From an optimization exercise on the open Yosys and OpenROAD flow, aimed at small area, a short achievable clock period and few clock cycles per item; shortcuts taken in it are not production practice.
The RTL was checked by simulation tests, not by an equivalence proof against the original design.
Power figures rest on the tool's default switching activity, not on a simulated workload.

// median_pipe
module median_pipe
(
    input         clk,
    input         rst,
    input         in_valid,
    input  [71:0] in_win,
    output        out_valid,
    output [7:0]  out_med
);
clock: 15.5 ns
lec_check: 0
cap_margin: 20
core_margin: 2
core_utilization: 30
place_density: 0.45
slew_margin: 20
standard.sh (not shown) runs the stock make flow with config.mk's settings and CLKGATE_MAP_FILE= SYNTH_SCRIPT=/design/flow/synth_recipe.tcl, a recipe that flattens the netlist after the stock synthesis.
==> flow/flow/run.sh <==
#!/bin/bash
# Own flow: the standard synthesis, its combinational logic re-mapped by ABC
# (registers untouched; the logic in front of the registers in fast_ff.txt
# for delay, the rest for area), then the standard layout steps with the cells in dont_use.txt kept
# out, plain buffers on the ports and a larger setup margin.
set -euo pipefail
WORK=$(pwd)
RES=$WORK/orfs/results/$FLOW_PLATFORM/median_pipe/base
YOSYS=/OpenROAD-flow-scripts/tools/install/yosys/bin/yosys
PDIR=$FLOW_HOME/platforms/$FLOW_PLATFORM
PDU=$(sed -n '/^export DONT_USE_CELLS/,/^$/p' $PDIR/config.mk | grep -o 'sky130_fd_sc_hd__[a-z0-9_]*' | tr '\n' ' ')
XDU=$(cat flow/dont_use.txt)
mapfile -t EXTRA < flow/extra_vars.txt

bash standard.sh "$RES/1_2_yosys.v" > synth.log 2>&1
cp "$RES/1_2_yosys.v" "$WORK/standard_synth.v"
REMAP_LIB=$PDIR/lib/sky130_fd_sc_hd__tt_025C_1v80.lib REMAP_IN=$WORK/standard_synth.v \
  REMAP_OUT=$WORK/remapped.v REMAP_ABC_AREA=$WORK/flow/abc_area.script \
  REMAP_ABC_FAST=$WORK/flow/abc_fast.script REMAP_FAST_FF="$(cat flow/fast_ff.txt)" \
  REMAP_DONT_USE="$PDU $XDU" $YOSYS -c flow/remap.tcl > remap.log 2>&1
cp "$WORK/remapped.v" "$RES/1_2_yosys.v"
touch "$RES/1_2_yosys.v"
bash standard.sh "DONT_USE_CELLS=$PDU $XDU" "${EXTRA[@]}" finish > layout.log 2>&1
==> flow/flow/abc_area.script <==
strash
dc2
balance
rewrite
refactor
balance
rewrite
rewrite -z
balance
refactor -z
rewrite -z
balance
balance
rewrite
refactor
balance
rewrite
rewrite -z
balance
refactor -z
rewrite -z
balance
&get -n
&dch -f
&nf -R 1000
&put
&put
==> flow/flow/abc_fast.script <==
strash
dc2
balance
rewrite
refactor
balance
rewrite
rewrite -z
balance
refactor -z
rewrite -z
balance
balance
rewrite
refactor
balance
rewrite
rewrite -z
balance
refactor -z
rewrite -z
balance
&get -n
&dch -f
&nf {D}
&put
==> flow/flow/extra_vars.txt <==
SETUP_SLACK_MARGIN=11.5
BUFFER_PORTS_ARGS=-buffer_cell sky130_fd_sc_hd__buf_2
CELL_PAD_IN_SITES_DETAIL_PLACEMENT=1
CELL_PAD_IN_SITES_GLOBAL_PLACEMENT=1
CTS_ARGS=-sink_clustering_enable -repair_clock_nets -sink_clustering_size 40 -sink_clustering_max_diameter 100 -buf_list sky130_fd_sc_hd__clkbuf_4 -root_buf sky130_fd_sc_hd__clkbuf_8 -sink_buffer_max_cap_derate 0.3 -dont_use_dummy_load
==> flow/flow/fast_ff.txt <==
cmp_q*:700
[abc]_q*:2800
==> flow/flow/remap.tcl <==
# Re-map the combinational logic of the standard synthesis netlist with ABC.
# Flip-flop instances, their names and cell types, are kept as they are.
# REMAP_FAST_FF lists pattern:delay pairs: the logic in front of the
# registers that match each pattern (back to the registers or ports that
# feed it) is mapped for delay with that target in ps; whatever is left is
# mapped for area.
yosys read_liberty -ignore_miss_func $::env(REMAP_LIB)
yosys read_verilog $::env(REMAP_IN)
yosys hierarchy -top $::env(FLOW_TOP)
foreach m [list sky130_fd_sc_hd__dfxtp_1] { yosys setattr -mod -set keep_hierarchy 1 $m }
yosys flatten
yosys opt_clean -purge
set du {}
foreach c $::env(REMAP_DONT_USE) { lappend du -dont_use $c }
foreach spec $::env(REMAP_FAST_FF) {
  lassign [split $spec :] pat d
  yosys select -set ff c:$pat
  yosys select -set cone @ff %ci*:-sky130_fd_sc_hd__dfxtp_1\[Q\] @ff %d
  yosys abc -liberty $::env(REMAP_LIB) -script $::env(REMAP_ABC_FAST) -D $d {*}$du @cone
  yosys select -clear
}
yosys abc -liberty $::env(REMAP_LIB) -script $::env(REMAP_ABC_AREA) {*}$du
yosys opt_clean -purge
yosys rename -hide w:*.*
yosys opt_clean -purge
yosys stat -liberty $::env(REMAP_LIB)
yosys select $::env(FLOW_TOP)
yosys write_verilog -noattr -nohex -nodec -selected $::env(REMAP_OUT)
Other scripts of this flow, unchanged in this note and not shown: flow/flow/dont_use.txt
Testbench counts at the start, summed over its fixed seeds: cycles 8,216, items 8,192.
Rerun with:
--- a/flow/flow/run.sh
+++ b/flow/flow/run.sh
@@ -4 +4 @@
-# for delay, the rest for area), then the standard layout steps with the cells in dont_use.txt kept
+# with the script named there, the rest for area), then the standard layout steps with the cells in dont_use.txt kept
@@ -19 +19 @@
-  REMAP_ABC_FAST=$WORK/flow/abc_fast.script REMAP_FAST_FF="$(cat flow/fast_ff.txt)" \
+  REMAP_FLOW_DIR=$WORK/flow REMAP_FAST_FF="$(cat flow/fast_ff.txt)" \
--- a/flow/flow/abc_area.script
+++ b/flow/flow/abc_area.script
@@ -25 +25 @@
-&nf -R 1000
+&nf -R 1000 -E 50
--- a/flow/flow/abc_fast.script
+++ b/flow/flow/abc_fast.script
@@ -25 +25 @@
-&nf {D}
+&nf -R 100 {D}
==> flow/flow/abc_fast_area.script (new file) <==
strash
dc2
balance
rewrite
refactor
balance
rewrite
rewrite -z
balance
refactor -z
rewrite -z
balance
balance
rewrite
refactor
balance
rewrite
rewrite -z
balance
refactor -z
rewrite -z
balance
&get -n
&dch -f
&nf -R 100 -E 50 {D}
&put
--- a/flow/flow/extra_vars.txt
+++ b/flow/flow/extra_vars.txt
@@ -3,2 +2,0 @@
-CELL_PAD_IN_SITES_DETAIL_PLACEMENT=1
-CELL_PAD_IN_SITES_GLOBAL_PLACEMENT=1
==> flow/flow/fast_ff.txt (replaced) <==
cmp_q*:700:abc_fast.script
[abc]_q*:2800:abc_fast_area.script
--- a/flow/flow/remap.tcl
+++ b/flow/flow/remap.tcl
@@ -3,4 +3,4 @@
-# REMAP_FAST_FF lists pattern:delay pairs: the logic in front of the
-# registers that match each pattern (back to the registers or ports that
-# feed it) is mapped for delay with that target in ps; whatever is left is
-# mapped for area.
+# REMAP_FAST_FF lists pattern:delay:script triples: the logic in front of
+# the registers that match each pattern (back to the registers or ports
+# that feed it) is mapped with that ABC script (in REMAP_FLOW_DIR) and delay
+# target in ps; whatever is left is mapped for area.
@@ -16 +16 @@
-  lassign [split $spec :] pat d
+  lassign [split $spec :] pat d scr
@@ -19 +19 @@
-  yosys abc -liberty $::env(REMAP_LIB) -script $::env(REMAP_ABC_FAST) -D $d {*}$du @cone
+  yosys abc -liberty $::env(REMAP_LIB) -script $::env(REMAP_FLOW_DIR)/$scr -D $d {*}$du @cone
- CORE_UTILIZATION: 30 -> 40
- PLACE_DENSITY: 0.45 -> 0.6
The changed run passed the timing, design-rule and antenna checks.
Routed wire length goes down by 23%.
Worst hold slack degrades by 0.0072 ns.
Setup slack is better by 0.011 ns.
Synthesized area goes down by 6.4%.
Utilization grows by 11 points.
Count of clock-buffer cells in the layout is unchanged.
Global-route usage came out higher by 1.3 points.
Total power decreases by 9.7%.
Fmax is about the same.
Clock power goes down by about 5%.
Synthesized cell count fell by 3.2%.
Rerun with:
--- a/flow/flow/run.sh
+++ b/flow/flow/run.sh
@@ -3,2 +3,2 @@
-# (registers untouched; the logic in front of the registers in fast_ff.txt
-# with the script named there, the rest for area), then the standard layout steps with the cells in dont_use.txt kept
+# (registers untouched; the logic fed by the input ports for delay, the rest
+# for area), then the standard layout steps with the cells in dont_use.txt kept
@@ -19 +19,2 @@
-  REMAP_FLOW_DIR=$WORK/flow REMAP_FAST_FF="$(cat flow/fast_ff.txt)" \
+  REMAP_ABC_FAST=$WORK/flow/abc_fast.script REMAP_FAST_FF="$(cat flow/fast_ff.txt)" \
+  REMAP_FAST_D=$(cat flow/fast_d.txt) \
--- a/flow/flow/abc_area.script
+++ b/flow/flow/abc_area.script
@@ -25 +25 @@
-&nf -R 1000 -E 50
+&nf -R 1000
--- a/flow/flow/abc_fast.script
+++ b/flow/flow/abc_fast.script
@@ -25 +25 @@
-&nf -R 100 {D}
+&nf {D}
@@ -26,0 +27,3 @@
+buffer -p
+upsize {D}
+dnsize {D}
==> flow/flow/extra_vars.txt (replaced) <==
SETUP_SLACK_MARGIN=11.6
BUFFER_PORTS_ARGS=-buffer_cell sky130_fd_sc_hd__buf_2
CELL_PAD_IN_SITES_DETAIL_PLACEMENT=1
CELL_PAD_IN_SITES_GLOBAL_PLACEMENT=1
==> flow/flow/fast_d.txt (new file) <==
700
==> flow/flow/fast_ff.txt (replaced) <==
cmp_q*
--- a/flow/flow/remap.tcl
+++ b/flow/flow/remap.tcl
@@ -3,4 +3,3 @@
-# REMAP_FAST_FF lists pattern:delay:script triples: the logic in front of
-# the registers that match each pattern (back to the registers or ports
-# that feed it) is mapped with that ABC script (in REMAP_FLOW_DIR) and delay
-# target in ps; whatever is left is mapped for area.
+# The logic in front of the registers named in REMAP_FAST_FF (fed from the
+# input ports, which arrive late) is mapped for delay (target REMAP_FAST_D
+# ps), everything else for area.
@@ -15,5 +14,4 @@
-foreach spec $::env(REMAP_FAST_FF) {
-  lassign [split $spec :] pat d scr
-  yosys select -set ff c:$pat
-  yosys select -set cone @ff %ci*:-sky130_fd_sc_hd__dfxtp_1\[Q\] @ff %d
-  yosys abc -liberty $::env(REMAP_LIB) -script $::env(REMAP_FLOW_DIR)/$scr -D $d {*}$du @cone
+if {$::env(REMAP_FAST_FF) ne ""} {
+  yosys select -set ff {*}[lmap p $::env(REMAP_FAST_FF) { string cat c:$p }]
+  yosys select -set cone @ff %ci* @ff %d
+  yosys abc -liberty $::env(REMAP_LIB) -script $::env(REMAP_ABC_FAST) -D $::env(REMAP_FAST_D) {*}$du @cone
- CORE_UTILIZATION: 40 -> 30
- PLACE_DENSITY: 0.6 -> 0.45
removed: flow/flow/abc_fast_area.script
The new run went through all stages and came out clean; combinational power rose by 15%; routed wire length rose by 37%; count of clock-buffer cells in the layout rose by 2.
Rerun with:
--- a/flow/flow/run.sh
+++ b/flow/flow/run.sh
@@ -3,2 +3,2 @@
-# (registers untouched; the logic fed by the input ports for delay, the rest
-# for area), then the standard layout steps with the cells in dont_use.txt kept
+# (registers untouched; the logic in front of the registers in fast_ff.txt
+# for delay, the rest for area), then the standard layout steps with the cells in dont_use.txt kept
@@ -20 +19,0 @@
-  REMAP_FAST_D=$(cat flow/fast_d.txt) \
--- a/flow/flow/abc_fast.script
+++ b/flow/flow/abc_fast.script
@@ -25 +25 @@
-&nf {D}
+&nf -R 100 {D}
@@ -27,3 +26,0 @@
-buffer -p
-upsize {D}
-dnsize {D}
==> flow/flow/extra_vars.txt (replaced) <==
SETUP_SLACK_MARGIN=11.5
BUFFER_PORTS_ARGS=-buffer_cell sky130_fd_sc_hd__buf_2
CTS_ARGS=-sink_clustering_enable -repair_clock_nets -sink_clustering_size 40 -sink_clustering_max_diameter 100 -buf_list sky130_fd_sc_hd__clkbuf_4 -root_buf sky130_fd_sc_hd__clkbuf_8 -sink_buffer_max_cap_derate 0.3 -dont_use_dummy_load
==> flow/flow/fast_ff.txt (replaced) <==
cmp_q*:700
[abc]_q*:2800
--- a/flow/flow/remap.tcl
+++ b/flow/flow/remap.tcl
@@ -3,3 +3,4 @@
-# The logic in front of the registers named in REMAP_FAST_FF (fed from the
-# input ports, which arrive late) is mapped for delay (target REMAP_FAST_D
-# ps), everything else for area.
+# REMAP_FAST_FF lists pattern:delay pairs: the logic in front of the
+# registers that match each pattern (back to the registers or ports that
+# feed it) is mapped for delay with that target in ps; whatever is left is
+# mapped for area.
@@ -14,4 +15,5 @@
-if {$::env(REMAP_FAST_FF) ne ""} {
-  yosys select -set ff {*}[lmap p $::env(REMAP_FAST_FF) { string cat c:$p }]
-  yosys select -set cone @ff %ci* @ff %d
-  yosys abc -liberty $::env(REMAP_LIB) -script $::env(REMAP_ABC_FAST) -D $::env(REMAP_FAST_D) {*}$du @cone
+foreach spec $::env(REMAP_FAST_FF) {
+  lassign [split $spec :] pat d
+  yosys select -set ff c:$pat
+  yosys select -set cone @ff %ci*:-sky130_fd_sc_hd__dfxtp_1\[Q\] @ff %d
+  yosys abc -liberty $::env(REMAP_LIB) -script $::env(REMAP_ABC_FAST) -D $d {*}$du @cone
- CORE_UTILIZATION: 30 -> 40
- PLACE_DENSITY: 0.45 -> 0.6
removed: flow/flow/fast_d.txt
Outcome: Fmax is about the same; sequential share of layout area increases by 3.1 points; utilization increases by 8.2 points; die area decreases by about 26%; setup slack stays flat; wire length decreases by 21%; cell count decreases by about 8%; global-route usage increases by 1.9 points; total power decreases by about 22%; design area decreases by 10%; synthesized cell count increases by 0.83%.

[static timing again, ports no longer ideal]
No port has a modelled driver above. Below, the same layouts with a new extraction and two added sets of constraints. Step 1 (the two cells are an assumption about what drives the block):
set clk [get_ports {clk}]
set_driving_cell -lib_cell sky130_fd_sc_hd__clkbuf_16 $clk
set_driving_cell -lib_cell sky130_fd_sc_hd__buf_2 [delete_from_list [all_inputs] $clk]
Step 2 adds t to the input delays and takes it off the output delays; t is the mean of the earliest and latest rising clock arrival at the registers after step 1. Input paths then give back, and output paths get back, about the clock's delay inside the block. a / b / c = ideal ports / drivers / drivers and shift; a / b = the first two.
run	t, ns	setup WS [ns]	worst setup path after step 2	pins driven straight from the clock port
the first run	0.446	11.547 / 11.503 / 11.207	input to register	1
the second run	0.427	11.559 / 11.529 / 11.151	input to register	1
the third run	0.470	11.548 / 11.503 / 11.169	input to register	1
the fourth run	0.446	11.546 / 11.506 / 11.161	input to register	1
After both steps every run listed still meets setup and hold. For the second run, which loses most, drivers alone change the setup slack by -0.030 ns; drivers and shift together by -0.408 ns.
